Source: an optimization exercise on an open RTL-to-GDS flow (aim: small area and a short achievable clock period). Production flows keep margins and buffers that such runs may drop. Where RTL was checked, it was by simulation tests only, not by an equivalence proof against the original. No functional check of the RTL was part of runs 1, 2, 5 and 6. The flow treats the clock pin as an ideal source, which a real chip does not have. Power figures rest on the tool's default switching activity, not on a simulated workload.

## design/flow/run.sh

```bash
#!/bin/bash
# synth_recipe.tcl (not shown) runs the flow's synth.tcl, then flattens the netlist and writes it again
# the make line also repeats each setting of config.mk as NAME=value (left out here)
make -C /OpenROAD-flow-scripts/flow DESIGN_CONFIG=/design/flow/config.mk WORK_HOME=/design/flow/orfs CLKGATE_MAP_FILE= SYNTH_SCRIPT=/design/flow/synth_recipe.tcl finish
```

## design/flow/config.mk

```make
export PLATFORM = sky130hd
export DESIGN_NAME = fifo
export DESIGN_NICKNAME = fifo
export VERILOG_FILES = /design/flow/design.v
export SDC_FILE = /design/flow/constraint.sdc
export NUM_CORES = 4
export LEC_CHECK = 0
export CAP_MARGIN = 20
export CORE_MARGIN = 2
export CORE_UTILIZATION = 65
export CTS_CLUSTER_DIAMETER = 60
export CTS_CLUSTER_SIZE = 30
export SETUP_SLACK_MARGIN = 1.45
export SLEW_MARGIN = 20
```

## design/flow/constraint.sdc

```tcl
create_clock -name core_clock -period 3.2 [get_ports {clk}]
set_input_delay 0.6400 -clock core_clock [delete_from_list [all_inputs] [get_ports {clk}]]
set_output_delay 0.6400 -clock core_clock [all_outputs]
set_load 0.01 [all_outputs]
```

## design/flow/design.v

```verilog
`timescale 1ns / 1ps
module fifo
#
(
	parameter		depth = 60,
	parameter		width = 8
)
(
	input				clk,
	input				rst_n,
	input				wr_en,
	input	[width-1:0]	data_in,
	input				rd_en,
	output	[width-1:0]	data_out,
	output				full,
	output				empty
);
localparam		rows = depth / 4;		 
reg	[width-1:0]	bank0	[rows-1:0];
reg	[width-1:0]	bank1	[rows-1:0];
reg	[width-1:0]	bank2	[rows-1:0];
reg	[width-1:0]	bank3	[rows-1:0];
reg	[3:0]		wb;				 
reg	[3:0]		rb;				 
reg	[3:0]		n0, n1, n2, n3;	 
reg				full_o;			 
reg				nempty_o;		 
reg				full_i;			 
reg				nempty;			 
reg	[3:0]		s0, s1, s2, s3;	 
reg	[1:0]		sn0, sn1, sn2, sn3;	 
reg	[width-1:0]	bq0, bq1, bq2, bq3;	 
reg	[width-1:0]	last_in;		 
reg				fresh;			 
reg	[3:0]		osel;			 
reg	[width-1:0]	rdata;
wire			push = wr_en & ~full_i;
wire			pop  = rd_en & nempty;
wire	[3:0]	wr_k = { 4{ push}} & wb;		 
wire	[3:0]	rd_k = { 4{ pop}}  & rb;		 
wire	[3:0]	wb_n = push ? { wb[2:0], wb[3]} : wb;
wire	[3:0]	rb_n = pop  ? { rb[2:0], rb[3]} : rb;
wire	[3:0]	one_k  = { (n3 == 4'd1) && (n0 == 4'd0), (n2 == 4'd1) && (n3 == 4'd0),
			   (n1 == 4'd1) && (n2 == 4'd0), (n0 == 4'd1) && (n1 == 4'd0)};
wire	[3:0]	most_k = { (n3 == rows-1) && (n0 == rows), (n2 == rows-1) && (n3 == rows),
			   (n1 == rows-1) && (n2 == rows), (n0 == rows-1) && (n1 == rows)};
wire			one  = |(one_k & rb);
wire			most = |(most_k & wb);
wire			empty_n = push ? 1'b0 : (pop ? one : ~nempty);
wire			full_n  = pop  ? 1'b0 : (push ? most : full_i);
wire			fresh_n = push & (~nempty | (pop & one));
function [3:0] inc4;
	input [3:0] n;
	begin
		case(n)
		4'd0: inc4 = 4'd1;
		4'd1: inc4 = 4'd2;
		4'd2: inc4 = 4'd3;
		4'd3: inc4 = 4'd4;
		4'd4: inc4 = 4'd5;
		4'd5: inc4 = 4'd6;
		4'd6: inc4 = 4'd7;
		4'd7: inc4 = 4'd8;
		4'd8: inc4 = 4'd9;
		4'd9: inc4 = 4'd10;
		4'd10: inc4 = 4'd11;
		4'd11: inc4 = 4'd12;
		4'd12: inc4 = 4'd13;
		4'd13: inc4 = 4'd14;
		4'd14: inc4 = 4'd15;
		4'd15: inc4 = 4'd0;
		endcase
	end
endfunction
function [3:0] dec4;
	input [3:0] n;
	begin
		case(n)
		4'd0: dec4 = 4'd15;
		4'd1: dec4 = 4'd0;
		4'd2: dec4 = 4'd1;
		4'd3: dec4 = 4'd2;
		4'd4: dec4 = 4'd3;
		4'd5: dec4 = 4'd4;
		4'd6: dec4 = 4'd5;
		4'd7: dec4 = 4'd6;
		4'd8: dec4 = 4'd7;
		4'd9: dec4 = 4'd8;
		4'd10: dec4 = 4'd9;
		4'd11: dec4 = 4'd10;
		4'd12: dec4 = 4'd11;
		4'd13: dec4 = 4'd12;
		4'd14: dec4 = 4'd13;
		4'd15: dec4 = 4'd14;
		endcase
	end
endfunction
function [3:0] count_k;
	input [3:0] n;
	input       up;
	input       dn;
	begin
		count_k = (up & ~dn) ? inc4(n) : (dn & ~up) ? dec4(n) : n;
	end
endfunction
wire	[3:0]	n0_n = count_k(n0, wr_k[0], rd_k[0]);
wire	[3:0]	n1_n = count_k(n1, wr_k[1], rd_k[1]);
wire	[3:0]	n2_n = count_k(n2, wr_k[2], rd_k[2]);
wire	[3:0]	n3_n = count_k(n3, wr_k[3], rd_k[3]);
always@(posedge clk or negedge rst_n)
begin
	if(!rst_n) begin
		wb       <= 4'b0001;
		rb       <= 4'b0001;
		n0       <= 4'd0;
		n1       <= 4'd0;
		n2       <= 4'd0;
		n3       <= 4'd0;
		full_o   <= 1'b0;
		nempty_o <= 1'b0;
		full_i   <= 1'b0;
		nempty   <= 1'b0;
	end else begin
		wb       <= wb_n;
		rb       <= rb_n;
		n0       <= n0_n;
		n1       <= n1_n;
		n2       <= n2_n;
		n3       <= n3_n;
		full_o   <= ~pop & (push ? most : full_o);
		nempty_o <= push | (pop ? ~one : nempty_o);
		full_i   <= full_n;
		nempty   <= ~empty_n;
	end
end
integer i;
always@(posedge clk)
begin
	if(wr_k[0]) begin
		for(i = rows-1; i > 0; i = i - 1)
			bank0[i] <= bank0[i-1];
		bank0[0] <= data_in;
	end
	if(wr_k[1]) begin
		for(i = rows-1; i > 0; i = i - 1)
			bank1[i] <= bank1[i-1];
		bank1[0] <= data_in;
	end
	if(wr_k[2]) begin
		for(i = rows-1; i > 0; i = i - 1)
			bank2[i] <= bank2[i-1];
		bank2[0] <= data_in;
	end
	if(wr_k[3]) begin
		for(i = rows-1; i > 0; i = i - 1)
			bank3[i] <= bank3[i-1];
		bank3[0] <= data_in;
	end
end
wire	[16*width-1:0]	flat0, flat1, flat2, flat3;
genvar g;
generate
	for(g = 0; g < 16; g = g + 1) begin : flat
		assign flat0[g*width +: width] = bank0[(g == 0) ? 0 : g-1];
		assign flat1[g*width +: width] = bank1[(g == 0) ? 0 : g-1];
		assign flat2[g*width +: width] = bank2[(g == 0) ? 0 : g-1];
		assign flat3[g*width +: width] = bank3[(g == 0) ? 0 : g-1];
	end
endgenerate
wire	[3:0]	t0 = { s0[3:2], ~sn0};
wire	[3:0]	t1 = { s1[3:2], ~sn1};
wire	[3:0]	t2 = { s2[3:2], ~sn2};
wire	[3:0]	t3 = { s3[3:2], ~sn3};
wire	[width-1:0]	rd0 = { flat0[t0*width+4 +: 4], flat0[s0*width +: 4]};
wire	[width-1:0]	rd1 = { flat1[t1*width+4 +: 4], flat1[s1*width +: 4]};
wire	[width-1:0]	rd2 = { flat2[t2*width+4 +: 4], flat2[s2*width +: 4]};
wire	[width-1:0]	rd3 = { flat3[t3*width+4 +: 4], flat3[s3*width +: 4]};
always@(posedge clk)
begin
	s0      <= n0_n;
	s1      <= n1_n;
	s2      <= n2_n;
	s3      <= n3_n;
	sn0     <= ~n0_n[1:0];
	sn1     <= ~n1_n[1:0];
	sn2     <= ~n2_n[1:0];
	sn3     <= ~n3_n[1:0];
	bq0     <= rd0;
	bq1     <= rd1;
	bq2     <= rd2;
	bq3     <= rd3;
	last_in <= data_in;
	fresh   <= fresh_n;
	osel    <= fresh_n ? 4'b0000 : rb_n;
end
always@(posedge clk)
begin
	rdata <= ({ width{ fresh}} & last_in)
	       | ({ width{ osel[0]}} & bq0) | ({ width{ osel[1]}} & bq1)
	       | ({ width{ osel[2]}} & bq2) | ({ width{ osel[3]}} & bq3);
end
assign	data_out = rdata;
assign	empty    = ~nempty_o;
assign	full     = full_o;
endmodule
```

==> results of run 1 <==
kinds of logic (layout without fill, tap and decap cells):
| logic type | count (synthesis) | in the layout |
|---|---|---|
| flops | 585 | 585 |
| mux | 143 | 143 |
| simple gates | 172 | 172 |
| buf+inv | 81 | 160 |
| compound gates | 195 | 195 |
| fa+ha+maj | 24 | 24 |
| xor+xnor | 1 | 1 |
metrics by stage:
step           instance area [µm²]  hold WS [ns]  worst slack, ns  setup TNS [ns]
6_report                     24800         0.438             1.44               0
5_1_grt                      24800         0.442             1.40               0
4_1_cts                      24500         0.435             1.41               0
3_5_place_dp                 23000         0.427            0.355               0
3_3_place_gp                 23000         0.423            0.363               0
2_1_floorplan                22300         0.344           -0.367           -4.58
area by class of cell:
cell class                 count  share of cell area [%]
sequential                   585                    67.4
timing repair buffer          76                    3.23
tap                          448                    2.26
timing repair inverter         2                  0.0556
clock buffer                  41                    4.06
multi-input combinational    535                    21.5
inverter                      18                   0.394
clock inverter                23                    1.06
flip-flops by register name, summed over array words and instances (netlist names), 8 cells and up:
register / flops
bank0: 120
bank1: 120
bank2: 120
bank3: 120
bq0: 8
bq1: 8
bq2: 8
bq3: 8
last_in: 8
rdata: 8
Yosys cell counts (all sizes together) (3+ instances only):
cell,instances
a222oi,8
and4,4
buf,31
dfxtp,77
o211ai,6
a21oi,55
a31oi,6
and3,5
o31ai,4
nand2,64
dfrtp,26
nor3b,4
mux2i,37
a21o,4
or2,3
a311o,3
inv,18
nand3b,5
nand2b,5
a211oi,23
o21ai,30
nor3,5
edfxtp,480
nand3,17
nor2,47
ha,24
a22oi,10
mux4,104
clkbuf,32
nor2b,3
o31a,4
o22ai,21
nand4,6
critical path, stage by stage (launching register included):
cell     delay, ns
dfrtp_1       0.40
inv_2         0.09
buf_6         0.10
layer usage:
layer / global-route usage [%] / routed length (µm) / up-vias
met5: 0 / 10 / -
met2: 33.5 / 18300 / 342
met3: 3.00 / 2260 / 57
met1: 36.8 / 18400 / 5590
li1: - / - / 4946
met4: 5.41 / 868 / 2
worst max-delay path by stage:
stage	startpoint	endpoint	slack (ns)	depth (start not counted)
2_1_floorplan	wr_en	sn1[0]	-0.37	6
3_3_place_gp	wr_en	sn2[0]	0.36	6
3_5_place_dp	wr_en	bank2[10][2]	0.35	4
4_1_cts	nempty_o	empty	1.41	2
5_1_grt	nempty	sn1[0]	1.40	4
6_report	nempty_o	empty	1.44	2
what timing repair did:
action | 4_1_cts | 5_1_grt
setup buffers | 8 | 17
resized for setup | 76 | 35
cloned | 2 | 2
hold buffers | 0 | 0
setup endpoints to repair | 534 | 300
power breakdown:
part	internal, µW	total, µW	switching (µW)
clock	2480	5080	2600
sequential	8130	8140	14.5
combinational	42.0	104	61.9
==> parameters.txt, run 1 <==
Parameter                              Value

Power
  Power per cell area ... 538 nW/µm²
  Max rail drop VDD ... 0.521 mV
  Total power ... 13300 µW
  LEAKAGE ... 0.00826 µW

Synthesis
  Sequential area share after synthesis ... approximately 75%
  Leading post-synthesis cells by cell area ... edfxtp_1 (65%), mux4_2 (11%), dfxtp_1 (6.9%)
  Synth area leader ... edfxtp_1
  Adder-cell area share of the yosys netlist ... 1.35%
  Flip-flop and latch count after synthesis ... 585
  Top cell type's share of synthesized area ... about two thirds
  Multiplexer share of the synthesized area ... 12.3%
  Number of synthesis warnings ... 5
  Main combinational cell family by area after synthesis ... multiplexers
  Mapped Area ... 22200 µm²
  Number of enable-type register cells in the synthesized netlist ... 480
  Share of the synthesized area in compound gates (AO/OA/AOI/OAI) ... 5.84%
  Most common flop cell mapped by yosys ... edfxtp_1
  XOR/XNOR share of the synthesized area ... 0.0394%
  Count of cell types in the netlist ... 62
  Avg Synthesized Cell Area ... 18.5 µm²
  Asr flop ratio synth ... 4.79%
  Number of nets produced by synthesis ... 1237
  Synth Instances ... 1201
  Fraction of the mapped netlist area in simple logic gates ... 3.81%

Finish
  Share of the core filled with cells in the final layout ... 73.7%
  Commonest non-fill, non-tap cell in the layout ... edfxtp_1
  Fraction of layout cells with a size suffix above 1 ... 22.7%
  Area used by multi-input combinational logic ... approximately 5300 µm²
  Ant diodes ... 0
  Commonest non-fill, non-tap cells in the layout ... edfxtp_1 (480), mux4_2 (104), nand2_1 (64), dfxtp_1 (64), a21oi_1 (54)
  Area delta synth->final ... 11.4%
  Non-Filler Instances ... around 1700
  Filler cells ... 1958
  Sequential cell area ... 16700 µm²
  Final Net Count ... ~1300

STA
  Final period demand of the worst path ... between 1.5 and 2 ns
  Setup repair after global routing missed its margin ... yes
  Share of the clock period used by the worst path after layout ... 55.1%
  Slew @ Worst Pin ... 0.862 ns
  Final setup vio count ... 0
  Remaining max-slew budget at the tightest pin ... a little over two fifths
  Final Max Slew Viols ... 0
  Fmax ... roughly 570 MHz
  Hold Violations, Final ... 0
  Worst Clk Skew ... 0.0183 ns

Floorplanning
  Placeable core region ... 33600 µm²
  Vertical die dimension ... 189 µm
  Die width ... 189 µm
  Die area ... 35700 µm²
  Standard-cell row count ... 67
  Num ports ... 22
  Starting Density ... 66.1%

Setup path
  End of the worst register-to-register path ... sn1[0]
  Critical path class ... reg -> out
  Critical path required time ... 2.56 ns
  R2r startpoint ... nempty
  CP Capture Type ... output pin
  Worst-case reg-to-reg path depth ... 4
  Arrival time worst endpoint ... 1.12 ns
  Biggest fanout along the worst timing path ... 2
  Category of the worst setup path launch point ... flip-flop
  Slack of the worst reg-to-reg path ... 1.44 ns

GRT
  Aggregate global routing overflow ... 0
  Vias in the first global route ... approximately 11000
  Total routing resource utilization after global routing ... between 20% and 30%
  Global-route wire length before repair ... 61800 µm
  Antenna violations before repair ... 2
  Maximum number of pins on one net before global-route repair ... 121

Clock tree
  H-tree lvl count ... 2
  Number of buffers inserted during clock tree synthesis ... 37
  Clock buffer depth ... 3
  Clock tree root driver cell ... clkbuf_16
  Clock insertion delay at the later pin of the skew report ... 0.53 ns
  Clock transition at the registers of the reported paths ... 0.09 ns
  Number of clock sinks ... 585
  CTS tree ... yes

Routing
  Via count ... around 11000
  First drt pass iteration count ... 7
  DRC violations left ... 0
  Detailed Route WL ... 39900 µm
  Avg WL per Cell ... 23.1 µm
  Antenna Violating Nets Remaining ... 0
  Number of vias per cell ... 6.33
  Starting DRC count in detailed routing ... 1067

Run status
  Outcome ... timing/DRC/antenna clean

Hold path
  Worst hold path depth ... 0
  Hold path startpoint ... bank3[11][6]
  HP Class ... reg -> reg
  End point of the worst hold path ... bank3[12][6]

Job
  Max-Cap Viols ... 0

Placement
  Placed Instances ... 1635
  Number of I/O port buffers ... 21
  Routability-driven placement congestion ratio ... 0.862
  HPWL after detailed placement ... 24500 µm
==> inputs of run 2 (changes only) <==
--- a/design/flow/config.mk
+++ b/design/flow/config.mk
@@ -11,4 +11,4 @@
 export CTS_CLUSTER_DIAMETER = 60
 export CTS_CLUSTER_SIZE = 30
-export SETUP_SLACK_MARGIN = 1.45
+export SETUP_SLACK_MARGIN = 1.5
 export SLEW_MARGIN = 20
==> run 2 against run 1 <==
Against the previous run: sequential cell count did not move; via count rose by 1.5%; synthesized area did not move; total power barely moved; non-clock buffer count rose by 32; global-route usage rose by 0.34 points; wire length rose by 2.2%; synthesized cell count did not move; register-to-register slack improved by 0.05 ns; hold slack barely moved; sequential power barely moved.
==> parameters.txt, run 2 <==
Parameter                              Value

Clock tree
  Number of buffers inserted during clock tree synthesis ... 37 (unchanged)
  CTS tree ... yes (unchanged)
  Clock transition at the registers of the reported paths ... 0.09 ns (about the same)
  Hold buffer count at cts ... 0 (unchanged)
  Clock tree root driver cell ... clkbuf_16 (unchanged)
  Clock buffer depth ... 3 (unchanged)
  Clock insertion delay at the later pin of the skew report ... 0.53 ns (about the same)
  H-tree lvl count ... 2 (unchanged)
  Number of clock sinks ... 585 (unchanged)

Setup path
  Highest-delay cell along the critical path ... dfrtp_1 (unchanged)
  CP Capture Type ... output pin (unchanged)
  Arrival time worst endpoint ... 1.12 ns (about the same)
  Worst-case reg-to-reg path depth ... 3 (was 4)
  Cells traversed along the worst timing path ... inv_2, buf_6 (unchanged)
  R2r startpoint ... s1[0] (was nempty)
  Biggest fanout along the worst timing path ... 2 (unchanged)
  Critical path required time ... 2.56 ns (about the same)
  Crit path largest cell delay ... 0.40 ns (about the same)
  End of the worst register-to-register path ... bq1[1] (was sn1[0])
  Slack of the worst reg-to-reg path ... 1.49 ns (was 1.44 ns)
  Critical path class ... reg -> out (unchanged)
  Category of the worst setup path launch point ... flip-flop (unchanged)

STA
  Worst hold margin ... 0.438 ns (about the same)
  Setup repair after global routing missed its margin ... yes (unchanged)
  Setup_tns ... 0 ns (unchanged)
  Remaining max-slew budget at the tightest pin ... 44.7% (was 42.5%)
  Fmax ... 567 MHz (was 568 MHz)
  Final Max Slew Viols ... 0 (unchanged)
  Worst Clk Skew ... 0.0167 ns (was 0.0183 ns)
  Share of the clock period used by the worst path after layout ... 55.1% (about the same)
  Slew @ Worst Pin ... 0.830 ns (was 0.862 ns)
  Final WS setup ... 1.44 ns (about the same)
  Final setup vio count ... 0 (unchanged)
  Hold Violations, Final ... 0 (unchanged)
  Final period demand of the worst path ... 1.76 ns (about the same)

Synthesis
  Number of synthesis warnings ... 5 (unchanged)
  Avg Synthesized Cell Area ... 18.5 µm² (unchanged)
  Sequential area share after synthesis ... 74.9% (unchanged)
  Asr flop ratio synth ... 4.79% (unchanged)
  Count of cell types in the netlist ... 62 (unchanged)
  Most common flop cell mapped by yosys ... edfxtp_1 (unchanged)
  Synth area leader ... edfxtp_1 (unchanged)
  Number of nets produced by synthesis ... 1237 (unchanged)
  Flip-flop and latch count after synthesis ... 585 (unchanged)
  Cell with the most instances after synthesis ... edfxtp_1 (unchanged)
  Top cell type's share of synthesized area ... 64.8% (unchanged)
  Leading post-synthesis cells by cell area ... edfxtp_1 (65%), mux4_2 (11%), dfxtp_1 (6.9%) (unchanged)
  Synth Instances ... 1201 (unchanged)
  Mapped Area ... 22200 µm² (unchanged)
  Most used standard cells in the synthesized netlist ... edfxtp_1 (480), mux4_2 (104), dfxtp_1 (77) (unchanged)
  Number of enable-type register cells in the synthesized netlist ... 480 (unchanged)

Job
  Max-Cap Viols ... 0 (unchanged)

Routing
  First drt pass iteration count ... 7 (unchanged)
  Number of vias per cell ... 6.31 (was 6.33)
  Starting DRC count in detailed routing ... 1037 (was 1067)
  Via count ... 11100 (was 10900)
  DRC violations left ... 0 (unchanged)
  Avg WL per Cell ... 23.2 µm (was 23.1 µm)
  Antenna Violating Nets Remaining ... 0 (unchanged)
  Detailed Route WL ... 40800 µm (was 39900 µm)

GRT
  Global-route wire length before repair ... 62700 µm (was 61800 µm)
  Antenna violations before repair ... 2 (unchanged)
  Total routing resource utilization after global routing ... 23.0% (was 22.7%)
  Maximum number of pins on one net before global-route repair ... 121 (unchanged)
  Aggregate global routing overflow ... 0 (unchanged)
  Vias in the first global route ... 10700 (was 10600)

Placement
  HPWL after detailed placement ... 24500 µm (unchanged)
  Dpl cell area ... 23000 µm² (unchanged)
  Number of I/O port buffers ... 21 (unchanged)
  Routability-driven placement congestion ratio ... 0.862 (unchanged)
  Worst setup timing slack at the placement stage ... 0.355 ns (unchanged)

Floorplanning
  Num ports ... 22 (unchanged)
  Die width ... 189 µm (unchanged)
  Vertical die dimension ... 189 µm (unchanged)
  Starting Density ... 66.1% (unchanged)
  Standard-cell row count ... 67 (unchanged)
  Die area ... 35700 µm² (unchanged)
  Placeable core region ... 33600 µm² (unchanged)

Finish
  Share of the core filled with cells in the final layout ... 74.7% (was 73.7%)
  Sequential cell area ... 16700 µm² (about the same)
  Commonest non-fill, non-tap cells in the layout ... edfxtp_1 (480), mux4_2 (104), buf_4 (66) (was edfxtp_1 (480), mux4_2 (104), nand2_1 (64), dfxtp_1 (64), a21oi_1 (54))
  Post-route standard cell area excluding fillers ... 25100 µm² (was 24800 µm²)
  Fraction of layout cells with a size suffix above 1 ... 25.9% (was 22.7%)
  Area used by multi-input combinational logic ... 5380 µm² (was 5340 µm²)
  Area delta synth->final ... 12.9% (was 11.4%)
  Final Net Count ... 1323 (was 1291)
  Commonest non-fill, non-tap cell in the layout ... edfxtp_1 (unchanged)
  Ant diodes ... 0 (unchanged)
  Filler cells ... 1927 (was 1958)

Hold path
  HP Class ... reg -> reg (unchanged)
  Hold path startpoint ... bank3[11][6] (unchanged)
  End point of the worst hold path ... bank3[12][6] (unchanged)
  Worst hold path depth ... 0 (unchanged)

Power
  LEAKAGE ... 0.00844 µW (was 0.00826 µW)
  Power per cell area ... 531 nW/µm² (was 538 nW/µm²)
  Max rail drop VDD ... 0.519 mV (was 0.521 mV)

Run status
  Outcome ... timing/DRC/antenna clean (unchanged)
==> run 2: cell counts after synthesis <==
Identical to the previous run, type by type.
==> run 2: cell type report <==
class	count	share of cell area (%)
sequential	585	66.6
multi-input combinational	535	21.4
timing repair buffer	108	4.26
clock buffer	41	4.00
tap	448	2.23
clock inverter	23	1.04
inverter	18	0.389
timing repair inverter	2	0.0548
==> run 2: power by group <==
group | internal [µW] | switching (µW)
sequential | 8120 | 12.5
combinational | 43.7 | 66.0
clock | 2480 | 2610
total | 10700 | 2690
==> run 2: metrics by stage <==
step | total power, µW | cells
2_1_floorplan | 8350 | 1201
3_3_place_gp | 8410 | 1635
3_5_place_dp | 8410 | 1635
4_1_cts | 13400 | 1717
5_1_grt | 13700 | 1760
6_report | 13300 | 1760
==> run 2: routing by layer <==
metal	global-route usage (%)	wire, µm	vias up
met5	0	10	-
met1	37.0	19000	5713
met2	34.2	18700	321
met4	5.77	968	2
li1	-	-	5000
met3	3.00	2130	61
==> run 2: worst max path at each step <==
stage	startpoint	end	slack (ns)	cells past startpoint
after floorplan	wr_en	sn1[0]	-0.37	6
after global placement	wr_en	sn2[0]	0.36	6
after detailed placement	wr_en	bank2[10][2]	0.35	4
after CTS	nempty_o	empty	1.41	2
after global routing	nempty_o	empty	1.41	2
final	nempty_o	empty	1.44	2
==> run 2: cell families (layout without fill, tap and decap cells) <==
group                      count (synthesis)  after routing  synth area share [%]
AOI/OAI and AO/OA                        195            195                  5.84
xor gates and xnor gates                   1              1                0.0394
adders and majority gates                 24             24                  1.35
buffers and inverters                     81            192                  1.71
DFF                                      585            585                  74.9
muxes                                    143            143                  12.3
and+or+nand+nor                          172            172                  3.81
==> run 2: critical path: cells and delay by family (launching register included) <==
kind                   cells  cell delay [ns]
buffers and inverters      2             0.19
DFF                        1             0.40
==> run 2: what timing repair did <==
item | 4_1_cts | 5_1_grt
pin swaps | 0 | 5
gates resized for setup | 104 | 47
buffers inserted | 13 | 42
setup endpoints to repair | 544 | 211
cloned | 5 | 1
==> inputs of run 3 (changes only) <==
--- a/design/flow/design.v
+++ b/design/flow/design.v
@@ -21,6 +21,6 @@
 reg	[width-1:0]	bank2	[rows-1:0];
 reg	[width-1:0]	bank3	[rows-1:0];
-reg	[3:0]		wb;				 
-reg	[3:0]		rb;				 
+reg	[1:0]		wbank;			 
+reg	[1:0]		rbank;			 
 reg	[3:0]		n0, n1, n2, n3;	 
 reg				full_o;			 
@@ -37,14 +37,14 @@
 wire			push = wr_en & ~full_i;
 wire			pop  = rd_en & nempty;
-wire	[3:0]	wr_k = { 4{ push}} & wb;		 
-wire	[3:0]	rd_k = { 4{ pop}}  & rb;		 
-wire	[3:0]	wb_n = push ? { wb[2:0], wb[3]} : wb;
-wire	[3:0]	rb_n = pop  ? { rb[2:0], rb[3]} : rb;
+wire	[3:0]	wr_k = { 4{ push}} & (4'b0001 << wbank);	 
+wire	[3:0]	rd_k = { 4{ pop}}  & (4'b0001 << rbank);	 
+wire	[1:0]	wbank_n = push ? wbank + 2'd1 : wbank;
+wire	[1:0]	rbank_n = pop  ? rbank + 2'd1 : rbank;
 wire	[3:0]	one_k  = { (n3 == 4'd1) && (n0 == 4'd0), (n2 == 4'd1) && (n3 == 4'd0),
 			   (n1 == 4'd1) && (n2 == 4'd0), (n0 == 4'd1) && (n1 == 4'd0)};
 wire	[3:0]	most_k = { (n3 == rows-1) && (n0 == rows), (n2 == rows-1) && (n3 == rows),
 			   (n1 == rows-1) && (n2 == rows), (n0 == rows-1) && (n1 == rows)};
-wire			one  = |(one_k & rb);
-wire			most = |(most_k & wb);
+wire			one  = one_k[rbank];
+wire			most = most_k[wbank];
 wire			empty_n = push ? 1'b0 : (pop ? one : ~nempty);
 wire			full_n  = pop  ? 1'b0 : (push ? most : full_i);
@@ -111,6 +111,6 @@
 begin
 	if(!rst_n) begin
-		wb       <= 4'b0001;
-		rb       <= 4'b0001;
+		wbank    <= 2'd0;
+		rbank    <= 2'd0;
 		n0       <= 4'd0;
 		n1       <= 4'd0;
@@ -122,6 +122,6 @@
 		nempty   <= 1'b0;
 	end else begin
-		wb       <= wb_n;
-		rb       <= rb_n;
+		wbank    <= wbank_n;
+		rbank    <= rbank_n;
 		n0       <= n0_n;
 		n1       <= n1_n;
@@ -192,5 +192,5 @@
 	last_in <= data_in;
 	fresh   <= fresh_n;
-	osel    <= fresh_n ? 4'b0000 : rb_n;
+	osel    <= fresh_n ? 4'b0000 : (4'b0001 << rbank_n);
 end
 always@(posedge clk)
==> design/flow/flow/run.sh (new file) <==
#!/bin/bash
set -euo pipefail
export POST_CTS_TCL="$PWD/flow/post_cts.tcl"
bash standard.sh > standard.log 2>&1
==> design/flow/flow/post_cts.tcl (new file) <==
set block [ord::get_db_block]
set removed 0
foreach inst [$block getInsts] {
  if {![string match "clkbuf_0_*" [$inst getName]]} { continue }
  set in_net ""
  set out_net ""
  foreach it [$inst getITerms] {
    if {[$it isInputSignal]} { set in_net [$it getNet] }
    if {[$it isOutputSignal]} { set out_net [$it getNet] }
  }
  if {$in_net eq "" || $out_net eq "" || [$in_net getName] ne "clk"} { continue }
  set loads {}
  foreach it [$out_net getITerms] {
    if {[$it getInst] ne $inst} { lappend loads $it }
  }
  set port_loads 0
  foreach it [$in_net getITerms] { incr port_loads }
  set after [expr {$port_loads - 1 + [llength $loads]}]
  if {$after > 4} {
    puts "post_cts: keeping [$inst getName]: the clock port would drive $after pins"
    continue
  }
  puts "post_cts: removing [$inst getName] ([[$inst getMaster] getName]); the clock port now drives $after pins"
  foreach it $loads {
    $it disconnect
    $it connect $in_net
  }
  foreach it [$inst getITerms] { $it disconnect }
  odb::dbInst_destroy $inst
  odb::dbNet_destroy $out_net
  incr removed
}
if {$removed} {
  estimate_parasitics -placement
  repair_timing_helper
  detailed_placement
  check_placement -verbose
  report_clock_latency
}
==> design/flow/standard.sh (new file) <==
#!/bin/bash
# synth_recipe.tcl (not shown) runs the flow's synth.tcl, then flattens the netlist and writes it again
# the make line also repeats each setting of config.mk as NAME=value (left out here)
make -C /OpenROAD-flow-scripts/flow DESIGN_CONFIG=/design/flow/config.mk WORK_HOME=/design/flow/orfs CLKGATE_MAP_FILE= SYNTH_SCRIPT=/design/flow/synth_recipe.tcl "${@:-finish}"
--- a/design/flow/config.mk
+++ b/design/flow/config.mk
@@ -11,4 +11,4 @@
 export CTS_CLUSTER_DIAMETER = 60
 export CTS_CLUSTER_SIZE = 30
-export SETUP_SLACK_MARGIN = 1.5
+export SETUP_SLACK_MARGIN = 1.6
 export SLEW_MARGIN = 20
removed: design/flow/run.sh
==> run 3 against run 2 <==
Against the previous run: die area shrank 2.2%; first-iteration DRC count rose by 14%; clock skew rose by 0.0034 ns; global-route usage rose by 1.7 points; via count grew 3.8%; fmax is 1.5% lower; final area grew 9.2%; still clean; synthesized cell count down 7.2%; worst setup slack lost 0.027 ns; non-clock buffer count grew 127; sequential power rose by 46%; cell count increased by 2.3%.
==> parameters.txt, run 3 <==
Parameter                              Value

Setup path
  Category of the worst setup path launch point ... flip-flop (unchanged)
  Biggest fanout along the worst timing path ... 5 (was 2)
  Arrival time worst endpoint ... 1.93 ns (was 1.12 ns)
  Cells traversed along the worst timing path ... buf_12, buf_6, ha_4, and2_4, buf_12, buf_12, buf_6, buf_12 (was inv_2, buf_6)
  Kind of cell adding the most delay to the critical path ... buffers and inverters (was flip-flops)
  Cell repeated most along the worst path ... buf_12
  Critical path class ... reg -> reg (was reg -> out)
  CP Capture Type ... flip-flop (was output pin)
  Critical path required time ... 3.34 ns (was 2.56 ns)
  Highest-delay cell along the critical path ... dfrtp_2 (was dfrtp_1)
  CP bufs+invs ... 6 (was 2)
  Crit path largest cell delay ... 0.46 ns (was 0.40 ns)

Hold path
  HP Class ... reg -> reg (unchanged)

STA
  Setup repair after global routing missed its margin ... yes (unchanged)
  Final setup vio count ... 0 (unchanged)
  Final period demand of the worst path ... 1.79 ns (was 1.76 ns)
  Worst hold margin ... 0.443 ns (was 0.438 ns)
  Worst Clk Skew ... 0.0201 ns (was 0.0167 ns)
  Share of the clock period used by the worst path after layout ... 56.0% (was 55.1%)
  Hold Violations, Final ... 0 (unchanged)
  Final Max Slew Viols ... 0 (unchanged)
  Slew @ Worst Pin ... 0.845 ns (was 0.830 ns)
  Fmax ... 558 MHz (was 567 MHz)
  Remaining max-slew budget at the tightest pin ... 43.6% (was 44.7%)

Routing
  Starting DRC count in detailed routing ... 1186 (was 1037)
  Via count ... 11500 (was 11100)
  Avg WL per Cell ... 26.2 µm (was 23.2 µm)
  Number of vias per cell ... 6.40 (was 6.31)
  DRC violations left ... 0 (unchanged)
  Detailed Route WL ... 47200 µm (was 40800 µm)
  Antenna Violating Nets Remaining ... 0 (unchanged)
  First drt pass iteration count ... 5 (was 7)

GRT
  Total routing resource utilization after global routing ... 24.7% (was 23.0%)
  Global-route wire length before repair ... 65500 µm (was 62700 µm)
  Antenna violations before repair ... 2 (unchanged)
  Aggregate global routing overflow ... 0 (unchanged)
  Vias in the first global route ... 11100 (was 10700)
  Maximum number of pins on one net before global-route repair ... 35 (was 121)

Synthesis
  Number of nets produced by synthesis ... 1151 (was 1237)
  Avg Synthesized Cell Area ... 19.5 µm² (was 18.5 µm²)
  Sequential area share after synthesis ... 76.2% (was 74.9%)
  Most used standard cells in the synthesized netlist ... edfxtp_1 (480), mux4_2 (107), dfxtp_1 (77) (was edfxtp_1 (480), mux4_2 (104), dfxtp_1 (77))
  Asr flop ratio synth ... 4.13% (was 4.79%)
  Leading post-synthesis cells by cell area ... edfxtp_1 (66%), mux4_2 (11%), dfxtp_1 (7.1%) (was edfxtp_1 (65%), mux4_2 (11%), dfxtp_1 (6.9%))
  Mapped Area ... 21700 µm² (was 22200 µm²)
  Count of cell types in the netlist ... 42 (was 62)
  Number of enable-type register cells in the synthesized netlist ... 480 (unchanged)
  Synth area leader ... edfxtp_1 (unchanged)
  Cell with the most instances after synthesis ... edfxtp_1 (unchanged)
  Top cell type's share of synthesized area ... 66.3% (was 64.8%)
  Most common flop cell mapped by yosys ... edfxtp_1 (unchanged)
  Flip-flop and latch count after synthesis ... 581 (was 585)
  Number of synthesis warnings ... 5 (unchanged)
  Synth Instances ... 1115 (was 1201)

Run status
  Outcome ... timing/DRC/antenna clean (unchanged)

Finish
  Commonest non-fill, non-tap cell in the layout ... edfxtp_1 (unchanged)
  Commonest non-fill, non-tap cells in the layout ... edfxtp_1 (480), mux4_2 (107), clkbuf_16 (69) (was edfxtp_1 (480), mux4_2 (104), buf_4 (66))
  Non-Filler Instances ... 1800 (was 1760)
  Ant diodes ... 0 (unchanged)
  Area delta synth->final ... 26.1% (was 12.9%)
  Fraction of layout cells with a size suffix above 1 ... 37.2% (was 25.9%)
  Final Net Count ... 1368 (was 1323)
  Post-route standard cell area excluding fillers ... 27400 µm² (was 25100 µm²)

Floorplanning
  Die area ... 34900 µm² (was 35700 µm²)
  Starting Density ... 66.4% (was 66.1%)
  Standard-cell row count ... 66 (was 67)
  Placeable core region ... 32700 µm² (was 33600 µm²)
  Vertical die dimension ... 187 µm (was 189 µm)
  Die width ... 187 µm (was 189 µm)
  Num ports ... 22 (unchanged)

Power
  Sw Ratio ... 31.0% (was 20.1%)
  Switching power ... 8080 µW (was 2690 µW)
  Internal power ... 18000 µW (was 10700 µW)
  LEAKAGE ... 0.00952 µW (was 0.00844 µW)
  Max rail drop VDD ... 0.570 mV (was 0.519 mV)
  Reg power frac ... 45.5% (was 61.0%)
  Combinational cell fraction of total power ... 36.3% (was 0.8%)
  Share of power burned in the clock network ... 18.1% (was 38.2%)
  Power per cell area ... 953 nW/µm² (was 531 nW/µm²)

Clock tree
  Clock insertion delay at the later pin of the skew report ... 0.38 ns (was 0.53 ns)
  Clock transition at the registers of the reported paths ... 0.09 ns (about the same)
  CTS tree ... yes (unchanged)
  Number of clock sinks ... 581 (was 585)

Placement
  Number of I/O port buffers ... 21 (unchanged)
  Dpl cell area ... 22500 µm² (was 23000 µm²)
  HPWL after detailed placement ... 23200 µm (was 24500 µm)
  Placed Instances ... 1547 (was 1635)
  Routability-driven placement congestion ratio ... 0.868 (was 0.862)

Job
  Max-Cap Viols ... 0 (unchanged)
[run 3: power groups by stage]
| stage | sequential [µW] | clock, µW | combinational [µW] |
|---|---|---|---|
| after floorplan | 11100 | 0 | 4770 |
| after global placement | 12100 | 0 | 5390 |
| after detailed placement | 12200 | 0 | 5470 |
| after global routing | 12100 | 5070 | 9990 |
| final | 11900 | 4730 | 9480 |
[run 3: area by class of cell]
type | count | area [µm²]
Clock buffer | 40 | 926
Clock inverter | 23 | 223
Fill cell | 1420 | 5300
Inverter | 22 | 106
Multi-Input combinational cell | 457 | 5310
Sequential cell | 581 | 16600
Tap cell | 442 | 553
Timing Repair Buffer | 235 | 3680
[run 3: kinds of logic (layout without fill, tap and decap cells)]
kind of cell    Yosys count  after routing  synth area share, %
flops                   581            581                 76.2
compound gates          148            148                 4.45
mux                     147            147                 12.9
simple gates            119            120                 2.54
buf+inv                  78            320                 1.76
fa+ha+maj                24             24                 1.38
xor+xnor                 18             18                0.726
[run 3: metrics by stage]
step,power [µW],worst slack (ns),TNS [ns],util [%]
finish,26100,1.41,0,83.8
global route,27100,1.36,0,83.8
global placement,17500,0.576,0,68.8
detailed placement,17600,0.584,0,68.8
floorplan,15900,-0.0758,-0.192,-
[run 3: final timing paths]
| kind | end | from | slack (ns) | depth (start not counted) |
|---|---|---|---|---|
| setup / recovery | bank2[1][1] | wbank[1] | 1.41 | 8 |
| hold / removal | bank0[2][5] | bank0[1][5] | 0.44 | 0 |
| setup reg to reg | bank2[1][1] | wbank[1] | 1.41 | 8 |
| hold reg to reg | bank0[2][5] | bank0[1][5] | 0.44 | 0 |
| max in group asynchronous | n0[1] | rst_n | 2.23 | 2 |
| min in group asynchronous | n2[0] | rst_n | 0.66 | 2 |
[run 3: routing by layer]
| layer | up-vias | global-route usage (%) | share of wire [%] |
|---|---|---|---|
| met5 | - | 0 | 0 |
| met1 | 6041 | 38.1 | 43 |
| met4 | 0 | 5.28 | 3.1 |
| met2 | 442 | 38.5 | 48 |
| li1 | 4945 | - | - |
| met3 | 88 | 3.81 | 5.9 |
==> inputs of run 4 (changes only) <==
--- a/design/flow/config.mk
+++ b/design/flow/config.mk
@@ -11,4 +11,4 @@
 export CTS_CLUSTER_DIAMETER = 60
 export CTS_CLUSTER_SIZE = 30
-export SETUP_SLACK_MARGIN = 1.6
+export SETUP_SLACK_MARGIN = 1.52
 export SLEW_MARGIN = 20
==> run 4 against run 3 <==
Against the previous run: cell count is 6.2% lower; combinational power is 27% lower; fmax is 3.9% higher; final area is 8.7% lower; hold slack hardly changed; non-clock buffer count is 112 lower; sequential cell count stayed put; total power is 8.9% lower; wire length is 16% lower; critical path depth is 2 lower; critical path type unchanged.
==> parameters.txt, run 4 <==
Parameter                              Value

Clock tree
  Clock insertion delay at the later pin of the skew report ... 0.37 ns (was 0.38 ns)
  Clock transition at the registers of the reported paths ... 0.10 ns (was 0.09 ns)
  CTS tree ... yes (unchanged)
  Number of clock sinks ... 581 (unchanged)

Placement
  Routability-driven placement congestion ratio ... 0.852 (was 0.868)
  HPWL after detailed placement ... 23200 µm (about the same)
  Number of I/O port buffers ... 21 (unchanged)

GRT
  Total routing resource utilization after global routing ... 23.0% (was 24.7%)
  Vias in the first global route ... 10500 (was 11100)
  Global-route wire length before repair ... 61500 µm (was 65500 µm)
  Aggregate global routing overflow ... 0 (unchanged)
  Antenna violations before repair ... 1 (was 2)
  Maximum number of pins on one net before global-route repair ... 77 (was 35)

Synthesis
  Avg Synthesized Cell Area ... 19.5 µm² (unchanged)
  Leading post-synthesis cells by cell area ... edfxtp_1 (66%), mux4_2 (11%), dfxtp_1 (7.1%) (unchanged)
  Sequential area share after synthesis ... 76.2% (unchanged)
  Asr flop ratio synth ... 4.13% (unchanged)
  Synth area leader ... edfxtp_1 (unchanged)
  Top cell type's share of synthesized area ... 66.3% (unchanged)
  Most common flop cell mapped by yosys ... edfxtp_1 (unchanged)
  Number of enable-type register cells in the synthesized netlist ... 480 (unchanged)
  Most used standard cells in the synthesized netlist ... edfxtp_1 (480), mux4_2 (107), dfxtp_1 (77) (unchanged)
  Synth Instances ... 1115 (unchanged)
  Count of cell types in the netlist ... 42 (unchanged)
  Mapped Area ... 21700 µm² (unchanged)
  Number of nets produced by synthesis ... 1151 (unchanged)
  Number of synthesis warnings ... 5 (unchanged)
  Cell with the most instances after synthesis ... edfxtp_1 (unchanged)
  Flip-flop and latch count after synthesis ... 581 (unchanged)

Finish
  Commonest non-fill, non-tap cells in the layout ... edfxtp_1 (480), mux4_2 (107), dfxtp_1 (64) (was edfxtp_1 (480), mux4_2 (107), clkbuf_16 (69))
  Final Net Count ... 1257 (was 1368)
  Area delta synth->final ... 15.1% (was 26.1%)
  Fraction of layout cells with a size suffix above 1 ... 28.3% (was 37.2%)
  Commonest non-fill, non-tap cell in the layout ... edfxtp_1 (unchanged)

Routing
  Starting DRC count in detailed routing ... 1094 (was 1186)
  Number of vias per cell ... 6.15 (was 6.40)
  First drt pass iteration count ... 6 (was 5)
  Antenna Violating Nets Remaining ... 0 (unchanged)
  Via count ... 10400 (was 11500)
  Detailed Route WL ... 39500 µm (was 47200 µm)
  DRC violations left ... 0 (unchanged)
  Avg WL per Cell ... 23.4 µm (was 26.2 µm)

Floorplanning
  Num ports ... 22 (unchanged)
  Starting Density ... 66.4% (unchanged)
  Die width ... 187 µm (unchanged)
  Die area ... 34900 µm² (unchanged)
  Placeable core region ... 32700 µm² (unchanged)
  Vertical die dimension ... 187 µm (unchanged)
  Standard-cell row count ... 66 (unchanged)

STA
  Final setup vio count ... 0 (unchanged)
  Slew @ Worst Pin ... 0.929 ns (was 0.845 ns)
  Hold Violations, Final ... 0 (unchanged)
  Share of the clock period used by the worst path after layout ... 53.9% (was 56.0%)
  Worst hold margin ... 0.442 ns (was 0.443 ns)
  Final period demand of the worst path ... 1.72 ns (was 1.79 ns)
  Final Max Slew Viols ... 0 (unchanged)
  Fmax ... 580 MHz (was 558 MHz)
  Worst Clk Skew ... 0.0202 ns (was 0.0201 ns)
  Setup repair after global routing missed its margin ... yes (unchanged)
  Remaining max-slew budget at the tightest pin ... 38.1% (was 43.6%)
  Setup_tns ... 0 ns (unchanged)

Setup path
  CP Capture Type ... flip-flop (unchanged)
  Critical path class ... reg -> reg (unchanged)
  Arrival time worst endpoint ... 1.96 ns (was 1.93 ns)
  Biggest fanout along the worst timing path ... 4 (was 5)
  Category of the worst setup path launch point ... flip-flop (unchanged)
  Critical path required time ... 3.44 ns (was 3.34 ns)

Run status
  Outcome ... timing/DRC/antenna clean (unchanged)

Hold path
  HP Class ... reg -> reg (unchanged)

Job
  Max-Cap Viols ... 0 (unchanged)

Power
  Power per cell area ... 951 nW/µm² (was 953 nW/µm²)
  LEAKAGE ... 0.00852 µW (was 0.00952 µW)
  Max rail drop VDD ... 0.555 mV (was 0.570 mV)
==> run 4: cells by family after synthesis <==
logic type                 after synthesis  synth area share [%]
AOI/OAI and AO/OA                      148                  4.45
muxes                                  147                  12.9
xor gates and xnor gates                18                 0.726
adders and majority gates               24                  1.38
and+or+nand+nor                        119                  2.54
buffers and inverters                   78                  1.76
DFF                                    581                  76.2
==> run 4: critical path, cell delays in order (launching register included) <==
cell,delay [ns]
dfrtp_2,0.49
ha_4,0.18
nand3b_1,0.16
clkinvlp_4,0.18
and2_4,0.20
o211ai_1,0.26
o31ai_2,0.13
==> run 4: cell type report <==
type	count	area (µm²)
Timing Repair Buffer	123	1490
Clock inverter	20	259
Inverter	22	91.3
Clock buffer	43	992
Antenna cell	1	2.50
Tap cell	442	553
Sequential cell	581	16600
Multi-Input combinational cell	457	5020
Fill cell	1826	7690
==> run 4: final timing paths <==
| kind | from | endpoint | cells after the start | slack (ns) |
|---|---|---|---|---|
| worst min register to register | bank2[6][0] | bank2[7][0] | 0 | 0.44 |
| max in group asynchronous | rst_n | rbank[0] | 2 | 2.25 |
| worst max register to register | wbank[1] | n3[1] | 6 | 1.48 |
| worst max-delay path | wbank[1] | n3[1] | 6 | 1.48 |
| min in group asynchronous | rst_n | wbank[0] | 2 | 0.65 |
| worst min-delay path | bank2[6][0] | bank2[7][0] | 0 | 0.44 |
==> run 4: where the power goes <==
part | internal, µW | switching (µW) | total [µW]
Combinational | 3710 | 3200 | 6910
Sequential | 10400 | 1470 | 11900
Clock | 2500 | 2500 | 5000
==> run 4: metrics by stage <==
step | area [µm²] | worst slack [ns] | power [µW] | utilization [%] | cells
6_report | 25000 | 1.48 | 23800 | 76.5 | 1689
5_1_grt | 25000 | 1.40 | 25000 | 76.5 | 1688
3_5_place_dp | 22500 | 0.571 | 17600 | 68.8 | 1552
3_3_place_gp | 22500 | 0.592 | 17500 | 68.8 | 1552
2_1_floorplan | 21800 | -0.0758 | 15800 | - | 1115
==> run 4: layer usage <==
metal  vias to the layer above  GRT usage, %  routed length [µm]
li1                       4692             -                   -
met1                      5366          36.1               17800
met2                       273          35.0               18900
met3                        51          3.75                2170
met4                         0          5.07                 688
met5                         -             0                   0
==> inputs of run 5 (changes only) <==
--- a/design/flow/design.v
+++ b/design/flow/design.v
@@ -23,4 +23,5 @@
 reg	[1:0]		wbank;			 
 reg	[1:0]		rbank;			 
+reg	[3:0]		wen;			 
 reg	[3:0]		n0, n1, n2, n3;	 
 reg				full_o;			 
@@ -35,10 +36,32 @@
 reg	[3:0]		osel;			 
 reg	[width-1:0]	rdata;
+function [1:0] inc2;
+	input [1:0] b;
+	begin
+		case(b)
+		2'd0: inc2 = 2'd1;
+		2'd1: inc2 = 2'd2;
+		2'd2: inc2 = 2'd3;
+		2'd3: inc2 = 2'd0;
+		endcase
+	end
+endfunction
+function [3:0] onehot;
+	input [1:0] b;
+	begin
+		case(b)
+		2'd0: onehot = 4'b0001;
+		2'd1: onehot = 4'b0010;
+		2'd2: onehot = 4'b0100;
+		2'd3: onehot = 4'b1000;
+		endcase
+	end
+endfunction
 wire			push = wr_en & ~full_i;
 wire			pop  = rd_en & nempty;
-wire	[3:0]	wr_k = { 4{ push}} & (4'b0001 << wbank);	 
-wire	[3:0]	rd_k = { 4{ pop}}  & (4'b0001 << rbank);	 
-wire	[1:0]	wbank_n = push ? wbank + 2'd1 : wbank;
-wire	[1:0]	rbank_n = pop  ? rbank + 2'd1 : rbank;
+wire	[3:0]	wr_k = { 4{ wr_en}} & wen;			 
+wire	[3:0]	rd_k = { 4{ pop}}  & onehot(rbank);	 
+wire	[1:0]	wbank_n = push ? inc2(wbank) : wbank;
+wire	[1:0]	rbank_n = pop  ? inc2(rbank) : rbank;
 wire	[3:0]	one_k  = { (n3 == 4'd1) && (n0 == 4'd0), (n2 == 4'd1) && (n3 == 4'd0),
 			   (n1 == 4'd1) && (n2 == 4'd0), (n0 == 4'd1) && (n1 == 4'd0)};
@@ -113,4 +136,5 @@
 		wbank    <= 2'd0;
 		rbank    <= 2'd0;
+		wen      <= 4'b0001;
 		n0       <= 4'd0;
 		n1       <= 4'd0;
@@ -124,4 +148,5 @@
 		wbank    <= wbank_n;
 		rbank    <= rbank_n;
+		wen      <= full_n ? 4'b0000 : onehot(wbank_n);
 		n0       <= n0_n;
 		n1       <= n1_n;
@@ -192,5 +217,5 @@
 	last_in <= data_in;
 	fresh   <= fresh_n;
-	osel    <= fresh_n ? 4'b0000 : (4'b0001 << rbank_n);
+	osel    <= fresh_n ? 4'b0000 : onehot(rbank_n);
 end
 always@(posedge clk)
--- a/design/flow/config.mk
+++ b/design/flow/config.mk
@@ -11,4 +11,4 @@
 export CTS_CLUSTER_DIAMETER = 60
 export CTS_CLUSTER_SIZE = 30
-export SETUP_SLACK_MARGIN = 1.52
+export SETUP_SLACK_MARGIN = 1.55
 export SLEW_MARGIN = 20
==> run 5 against run 4 <==
Against the previous run: total power shrank 4.0%; final area grew 1.6%; die area grew 2.6%; global-route usage grew 0.56 points; still clean on timing, DRC and antenna; cell count grew 4.8%; sequential cell count grew 4; highest routed layer unchanged; largest cell class unchanged; core utilization shrank 1.1 points.
==> parameters.txt, run 5 <==
Parameter                              Value

Run status
  Outcome ... timing/DRC/antenna clean (unchanged)

Power
  LEAKAGE ... 0.00851 µW (was 0.00852 µW)
  Power per cell area ... 900 nW/µm² (was 951 nW/µm²)
  Max rail drop VDD ... 0.639 mV (was 0.555 mV)
  Total power ... 22800 µW (was 23800 µW)

Routing
  Uppermost layer routed ... met4 (unchanged)
  Detailed Route WL ... 41200 µm (was 39500 µm)
  Antenna Violating Nets Remaining ... 0 (unchanged)
  Avg WL per Cell ... 23.3 µm (was 23.4 µm)
  Routed length on met1 ... 18400 µm (was 17800 µm)
  Via count ... 11200 (was 10400)
  Number of vias per cell ... 6.33 (was 6.15)
  First drt pass iteration count ... 5 (was 6)
  Starting DRC count in detailed routing ... 1078 (was 1094)
  Routed length on met2 ... 19600 µm (was 18900 µm)
  Met3 WL post-DR ... 2200 µm (was 2170 µm)
  DRC violations left ... 0 (unchanged)

STA
  Final period demand of the worst path ... 1.73 ns (was 1.72 ns)
  Final Max Slew Viols ... 0 (unchanged)
  Remaining max-slew budget at the tightest pin ... 46.1% (was 38.1%)
  Worst Clk Skew ... 0.0257 ns (was 0.0202 ns)
  Hold Violations, Final ... 0 (unchanged)
  Final setup vio count ... 0 (unchanged)
  Setup repair after global routing missed its margin ... yes (unchanged)
  Share of the clock period used by the worst path after layout ... 54.0% (was 53.9%)
  Setup_tns ... 0 ns (unchanged)
  Slew @ Worst Pin ... 0.808 ns (was 0.929 ns)
  Fmax ... 579 MHz (was 580 MHz)

Synthesis
  Sequential area share after synthesis ... 74.7% (was 76.2%)
  Most used standard cells in the synthesized netlist ... edfxtp_1 (480), mux4_2 (104), dfxtp_1 (77) (was edfxtp_1 (480), mux4_2 (107), dfxtp_1 (77))
  Multiplexer share of the synthesized area ... 12.3% (was 12.9%)
  Synth area leader ... edfxtp_1 (unchanged)
  Fraction of the mapped netlist area in simple logic gates ... 3.82% (was 2.54%)
  Mapped Area ... 22300 µm² (was 21700 µm²)
  Leading post-synthesis cells by cell area ... edfxtp_1 (65%), mux4_2 (11%), dfxtp_1 (6.9%) (was edfxtp_1 (66%), mux4_2 (11%), dfxtp_1 (7.1%))
  Cell with the most instances after synthesis ... edfxtp_1 (unchanged)
  Flip-flop and latch count after synthesis ... 585 (was 581)
  Count of cell types in the netlist ... 59 (was 42)
  Most common flop cell mapped by yosys ... edfxtp_1 (unchanged)
  Number of nets produced by synthesis ... 1257 (was 1151)
  Adder-cell area share of the yosys netlist ... 1.68% (was 1.38%)
  Synth Instances ... 1215 (was 1115)
  Number of synthesis warnings ... 5 (unchanged)
  Share of the synthesized area in compound gates (AO/OA/AOI/OAI) ... 5.66% (was 4.45%)
  XOR/XNOR share of the synthesized area ... 0% (was 0.726%)
  Main combinational cell family by area after synthesis ... multiplexers (unchanged)
  Number of enable-type register cells in the synthesized netlist ... 480 (unchanged)
  Asr flop ratio synth ... 4.79% (was 4.13%)
  Avg Synthesized Cell Area ... 18.4 µm² (was 19.5 µm²)
  Top cell type's share of synthesized area ... 64.6% (was 66.3%)

Finish
  Non-Filler Instances ... 1770 (was 1689)
  Post-route standard cell area excluding fillers ... 25400 µm² (was 25000 µm²)
  Share of the core filled with cells in the final layout ... 75.4% (was 76.5%)
  Area delta synth->final ... 13.9% (was 15.1%)
  Final Net Count ... 1337 (was 1257)
  Fraction of layout cells with a size suffix above 1 ... 28.4% (was 28.3%)
  Commonest non-fill, non-tap cell in the layout ... edfxtp_1 (unchanged)
  Commonest non-fill, non-tap cells in the layout ... edfxtp_1 (480), mux4_2 (104), dfxtp_1 (66) (was edfxtp_1 (480), mux4_2 (107), dfxtp_1 (64))

Floorplanning
  Num ports ... 22 (unchanged)
  Die area ... 35800 µm² (was 34900 µm²)
  Placeable core region ... 33700 µm² (was 32700 µm²)
  Die width ... 189 µm (was 187 µm)
  Starting Density ... 66.2% (was 66.4%)
  Standard-cell row count ... 67 (was 66)
  Vertical die dimension ... 189 µm (was 187 µm)

Setup path
  Worst setup path start ... n1[1] (was wbank[1])
  Highest-delay cell along the critical path ... or4_4 (was dfrtp_2)
  CP Capture Type ... flip-flop (unchanged)
  Slack of the worst reg-to-reg path ... 1.47 ns (was 1.48 ns)
  Critical path required time ... 3.45 ns (was 3.44 ns)
  Cells traversed along the worst timing path ... ha_4, nand4_1, nor3_2, or4_4, o21ba_4 (was ha_4, nand3b_1, clkinvlp_4, and2_4, o211ai_1, o31ai_2)
  Critical path class ... reg -> reg (unchanged)
  Arrival time worst endpoint ... 1.98 ns (was 1.96 ns)
  R2r startpoint ... n1[1] (was wbank[1])
  CP bufs+invs ... 0 (was 1)
  Crit path largest cell delay ... 0.55 ns (was 0.49 ns)
  Kind of cell adding the most delay to the critical path ... simple AND/OR/NAND/NOR gates (was flip-flops)
  Worst-case reg-to-reg path depth ... 5 (was 6)
  Category of the worst setup path launch point ... flip-flop (unchanged)
  Logic depth of the worst setup path including buffers ... 5 (was 6)
  Biggest fanout along the worst timing path ... 6 (was 4)
  End point of the critical path ... full_o (was n3[1])
  End of the worst register-to-register path ... full_o (was n3[1])

Hold path
  HP Class ... reg -> reg (unchanged)
  Worst hold path depth ... 0 (unchanged)

Placement
  HPWL after detailed placement ... 25200 µm (was 23200 µm)
  Routability-driven placement congestion ratio ... 0.872 (was 0.852)
  Number of I/O port buffers ... 21 (unchanged)
  Placed Instances ... 1651 (was 1552)
  Dpl cell area ... 23100 µm² (was 22500 µm²)

Clock tree
  Number of clock sinks ... 585 (was 581)
  CTS tree ... yes (unchanged)
  Clock insertion delay at the later pin of the skew report ... 0.38 ns (was 0.37 ns)
  Clock transition at the registers of the reported paths ... 0.10 ns (about the same)

Job
  Max-Cap Viols ... 0 (unchanged)

GRT
  Total routing resource utilization after global routing ... 23.6% (was 23.0%)
  Maximum number of pins on one net before global-route repair ... 77 (unchanged)
  Aggregate global routing overflow ... 0 (unchanged)
  Antenna violations before repair ... 3 (was 1)
  Vias in the first global route ... 11100 (was 10500)
  Global-route wire length before repair ... 64100 µm (was 61500 µm)
-- run 5: cell types whose count changed in the layout (fill, tap and decap cells not counted), sizes merged, moves of 8 or more --
cell	change
buf	-18
a31oi	+8
nor4	+11
nand2	+23
xnor2	-16
nor2	+17
-- run 5: layer usage --
metal | track usage (%) | vias to the layer above
li1 | - | 5059
met1 | 36.4 | 5781
met2 | 36.3 | 305
met3 | 2.91 | 67
met4 | 6.92 | 0
met5 | 0 | -
-- run 5: report_power, final --
part / switching (µW) / internal [µW] / total, µW
clock network: 2550 / 2360 / 4910
logic: 3280 / 3410 / 6690
registers: 1290 / 9950 / 11200
-- run 5: worst min-delay path by stage --
stage	start	end	slack [ns]
3_3_place_gp	bank3[13][0]	bank3[14][0]	0.42
6_report	bank1[9][0]	bank1[10][0]	0.43
2_1_floorplan	rst_n	full_i	0.34
3_5_place_dp	bank2[5][0]	bank2[6][0]	0.43
5_1_grt	bank1[9][0]	bank1[10][0]	0.44
-- run 5: cell type report --
type                    count  area, µm²
inverters                  27        126
flip-flops and latches    585      16700
clock buffers              40        947
repair buffers            102       1030
clock inverters            24        273
diodes                      1       2.50
fillers                  1935       8300
multi-input cells         543       5750
well taps                 448        561
-- run 5: logic make-up after synthesis --
logic type,after synthesis
buffers and inverters,87
AOI/OAI and AO/OA,188
and+or+nand+nor,180
adders and majority gates,30
muxes,145
DFF,585
-- run 5: metrics by stage --
| stage | worst slack, ns | hold WS [ns] |
|---|---|---|
| 2_1_floorplan | -0.319 | 0.344 |
| 3_3_place_gp | 0.528 | 0.422 |
| 3_5_place_dp | 0.452 | 0.427 |
| 5_1_grt | 1.44 | 0.442 |
| 6_report | 1.47 | 0.434 |
==> inputs of run 6 (changes only) <==
--- a/design/flow/config.mk
+++ b/design/flow/config.mk
@@ -11,4 +11,4 @@
 export CTS_CLUSTER_DIAMETER = 60
 export CTS_CLUSTER_SIZE = 30
-export SETUP_SLACK_MARGIN = 1.55
+export SETUP_SLACK_MARGIN = 1.5
 export SLEW_MARGIN = 20
==> run 6 against run 5 <==
Against the previous run: wire length down 1.2%; clock power hardly changed; largest power group unchanged; highest routed layer unchanged; critical path depth did not move; synthesized cell count did not move.
==> parameters.txt, run 6 <==
Parameter                              Value

Routing
  Antenna Violating Nets Remaining ... 0 (unchanged)
  Starting DRC count in detailed routing ... 1079 (was 1078)
  Avg WL per Cell ... 23.3 µm (about the same)
  Detailed Route WL ... 40800 µm (was 41200 µm)
  Number of vias per cell ... 6.31 (was 6.33)
  Via count ... 11000 (was 11200)
  DRC violations left ... 0 (unchanged)
  First drt pass iteration count ... 7 (was 5)

Finish
  Area delta synth->final ... 12.4% (was 13.9%)
  Area used by multi-input combinational logic ... 5610 µm² (was 5750 µm²)
  Sequential cell area ... 16700 µm² (about the same)
  Non-Filler Instances ... 1750 (was 1770)
  Commonest non-fill, non-tap cell in the layout ... edfxtp_1 (unchanged)
  Fraction of layout cells with a size suffix above 1 ... 26.0% (was 28.4%)
  Commonest non-fill, non-tap cells in the layout ... edfxtp_1 (480), mux4_2 (104), dfxtp_1 (66) (unchanged)
  Final Net Count ... 1317 (was 1337)
  Post-route standard cell area excluding fillers ... 25100 µm² (was 25400 µm²)
  Share of the core filled with cells in the final layout ... 74.4% (was 75.4%)
  Filler cells ... 1979 (was 1935)

Setup path
  Kind of cell adding the most delay to the critical path ... simple AND/OR/NAND/NOR gates (unchanged)
  Critical path class ... reg -> reg (unchanged)
  Highest-delay cell along the critical path ... or4_4 (unchanged)
  Cells traversed along the worst timing path ... ha_4, nand4_1, nor3_1, or4_4, o21ba_4 (was ha_4, nand4_1, nor3_2, or4_4, o21ba_4)
  Crit path largest cell delay ... 0.55 ns (about the same)
  Biggest fanout along the worst timing path ... 4 (was 6)
  Arrival time worst endpoint ... 1.99 ns (was 1.98 ns)
  CP Capture Type ... flip-flop (unchanged)
  Slack of the worst reg-to-reg path ... 1.46 ns (was 1.47 ns)
  Category of the worst setup path launch point ... flip-flop (unchanged)
  Critical path required time ... 3.45 ns (about the same)
  CP bufs+invs ... 0 (unchanged)

Floorplanning
  Die area ... 35800 µm² (unchanged)
  Placeable core region ... 33700 µm² (unchanged)
  Starting Density ... 66.2% (unchanged)
  Vertical die dimension ... 189 µm (unchanged)
  Num ports ... 22 (unchanged)
  Die width ... 189 µm (unchanged)
  Standard-cell row count ... 67 (unchanged)

STA
  Remaining max-slew budget at the tightest pin ... 46.2% (was 46.1%)
  Final period demand of the worst path ... 1.74 ns (was 1.73 ns)
  Final Max Slew Viols ... 0 (unchanged)
  Final setup vio count ... 0 (unchanged)
  Worst Clk Skew ... 0.0254 ns (was 0.0257 ns)
  Hold Violations, Final ... 0 (unchanged)
  Setup repair after global routing missed its margin ... yes (unchanged)
  Share of the clock period used by the worst path after layout ... 54.4% (was 54.0%)
  Fmax ... 575 MHz (was 579 MHz)
  Slew @ Worst Pin ... 0.805 ns (was 0.808 ns)

GRT
  Vias in the first global route ... 11000 (was 11100)
  Aggregate global routing overflow ... 0 (unchanged)
  Antenna violations before repair ... 3 (unchanged)
  Total routing resource utilization after global routing ... 23.3% (was 23.6%)
  Global-route wire length before repair ... 63500 µm (was 64100 µm)
  Maximum number of pins on one net before global-route repair ... 77 (unchanged)

Synthesis
  Flip-flop and latch count after synthesis ... 585 (unchanged)
  Asr flop ratio synth ... 4.79% (unchanged)
  Most used standard cells in the synthesized netlist ... edfxtp_1 (480), mux4_2 (104), dfxtp_1 (77) (unchanged)
  Synth Instances ... 1215 (unchanged)
  Sequential area share after synthesis ... 74.7% (unchanged)
  Most common flop cell mapped by yosys ... edfxtp_1 (unchanged)
  Top cell type's share of synthesized area ... 64.6% (unchanged)
  Count of cell types in the netlist ... 59 (unchanged)
  Avg Synthesized Cell Area ... 18.4 µm² (unchanged)
  Leading post-synthesis cells by cell area ... edfxtp_1 (65%), mux4_2 (11%), dfxtp_1 (6.9%) (unchanged)
  Number of enable-type register cells in the synthesized netlist ... 480 (unchanged)
  Mapped Area ... 22300 µm² (unchanged)
  Cell with the most instances after synthesis ... edfxtp_1 (unchanged)
  Number of synthesis warnings ... 5 (unchanged)
  Number of nets produced by synthesis ... 1257 (unchanged)
  Synth area leader ... edfxtp_1 (unchanged)

Placement
  Dpl cell area ... 23100 µm² (unchanged)
  Placed Instances ... 1651 (unchanged)
  HPWL after detailed placement ... 25200 µm (unchanged)
  Number of I/O port buffers ... 21 (unchanged)
  Routability-driven placement congestion ratio ... 0.872 (unchanged)

Hold path
  HP Class ... reg -> reg (unchanged)

Power
  Max rail drop VDD ... 0.638 mV (was 0.639 mV)
  LEAKAGE ... 0.00837 µW (was 0.00851 µW)
  Power per cell area ... 895 nW/µm² (was 900 nW/µm²)

Clock tree
  Clock transition at the registers of the reported paths ... 0.10 ns (about the same)
  CTS tree ... yes (unchanged)
  Clock insertion delay at the later pin of the skew report ... 0.38 ns (about the same)
  Number of clock sinks ... 585 (unchanged)

Job
  Max-Cap Viols ... 0 (unchanged)

Run status
  Outcome ... timing/DRC/antenna clean (unchanged)
run 6: report_power, final:
part	leakage [µW]	switching, µW	internal [µW]
clock	0.000591	2550	2360
combinational	0.00241	3130	3140
sequential	0.00537	1290	9950
total	0.00837	6970	15400
run 6: per-stage QoR:
stage,setup TNS (ns),hold WS [ns],power (µW),setup slack [ns]
3_5_place_dp,0,0.427,16900,0.452
5_1_grt,0,0.442,23500,1.43
3_3_place_gp,0,0.422,16700,0.528
6_report,0,0.435,22400,1.46
2_1_floorplan,-4.14,0.344,15100,-0.319
run 6: cell families (layout without fill, tap and decap cells):
family	after synthesis	count (layout)	share of synthesized area, %
other	0	1	0
flip-flops	585	585	74.7
buffers and inverters	87	173	1.80
multiplexers	145	145	12.3
AND/OR/NAND/NOR	180	180	3.82
adder cells (fa/ha/maj)	30	30	1.68
AO/OA/AOI/OAI	188	188	5.66
run 6: path summary, 6_finish.rpt:
kind / from / endpoint / depth (start not counted)
setup / recovery: n3[0] / full_o / 5
max in group asynchronous: rst_n / wen[0] / 2
hold / removal: bank1[9][0] / bank1[10][0] / 0
setup reg to reg: n3[0] / full_o / 5
hold reg to reg: bank1[9][0] / bank1[10][0] / 0
min in group asynchronous: rst_n / n1[1] / 2
run 6: layout make-up:
cell class                 count  area share [%]
multi-input combinational    543            22.4
timing repair buffer          82            3.36
clock inverter                24            1.09
tap                          448            2.24
clock buffer                  40            3.78
inverter                      27           0.484
antenna                        1         0.00999
sequential                   585            66.7
run 6: routing by layer:
metal	wire (µm)	track usage, %	vias to the layer above
li1	-	-	5020
met1	18200	36.1	5660
met2	19500	36.0	305
met3	2120	2.84	54
met4	975	6.47	0
met5	0	0	-

-- afterwards: timing with drivers on the ports --
No port has a modelled driver above. Below, the same layouts with a new extraction and two added sets of constraints. Step 1: set_driving_cell puts a clkbuf_16 on clk and a buf_2 on each other input, an assumption about the parent block. Step 2 moves the port delays by t, midway between the first and last clock arrival at a register: inputs arrive t later, outputs are due t later. That takes back most of the time a late clock gives input paths. Slacks: ideal ports / drivers / drivers and shift; pairs: ideal ports / drivers.
run | t (ns) | setup slack, ns | worst hold slack (ns) | worst data-port slew with drivers (ns)
run 1 | 0.579 | 1.438 / 1.383 / 0.892 | 0.438 / 0.438 / 0.438 | 0.05
run 2 | 0.583 | 1.436 / 1.379 / 0.950 | 0.438 / 0.438 / 0.438 | 0.05
run 3 | 0.464 | 1.409 / 1.409 / 1.051 | 0.443 / 0.442 / 0.442 | 0.09
run 4 | 0.462 | 1.476 / 1.476 / 1.095 | 0.442 / 0.442 / 0.442 | 0.11
run 5 | 0.470 | 1.472 / 1.472 / 1.189 | 0.434 / 0.434 / 0.434 | 0.07
run 6 | 0.471 | 1.460 / 1.460 / 1.075 | 0.435 / 0.435 / 0.435 | 0.07
After both steps setup and hold are still met in every run listed. For run 1, which loses most, drivers alone change the setup slack by -0.055 ns; drivers and shift together by -0.546 ns.
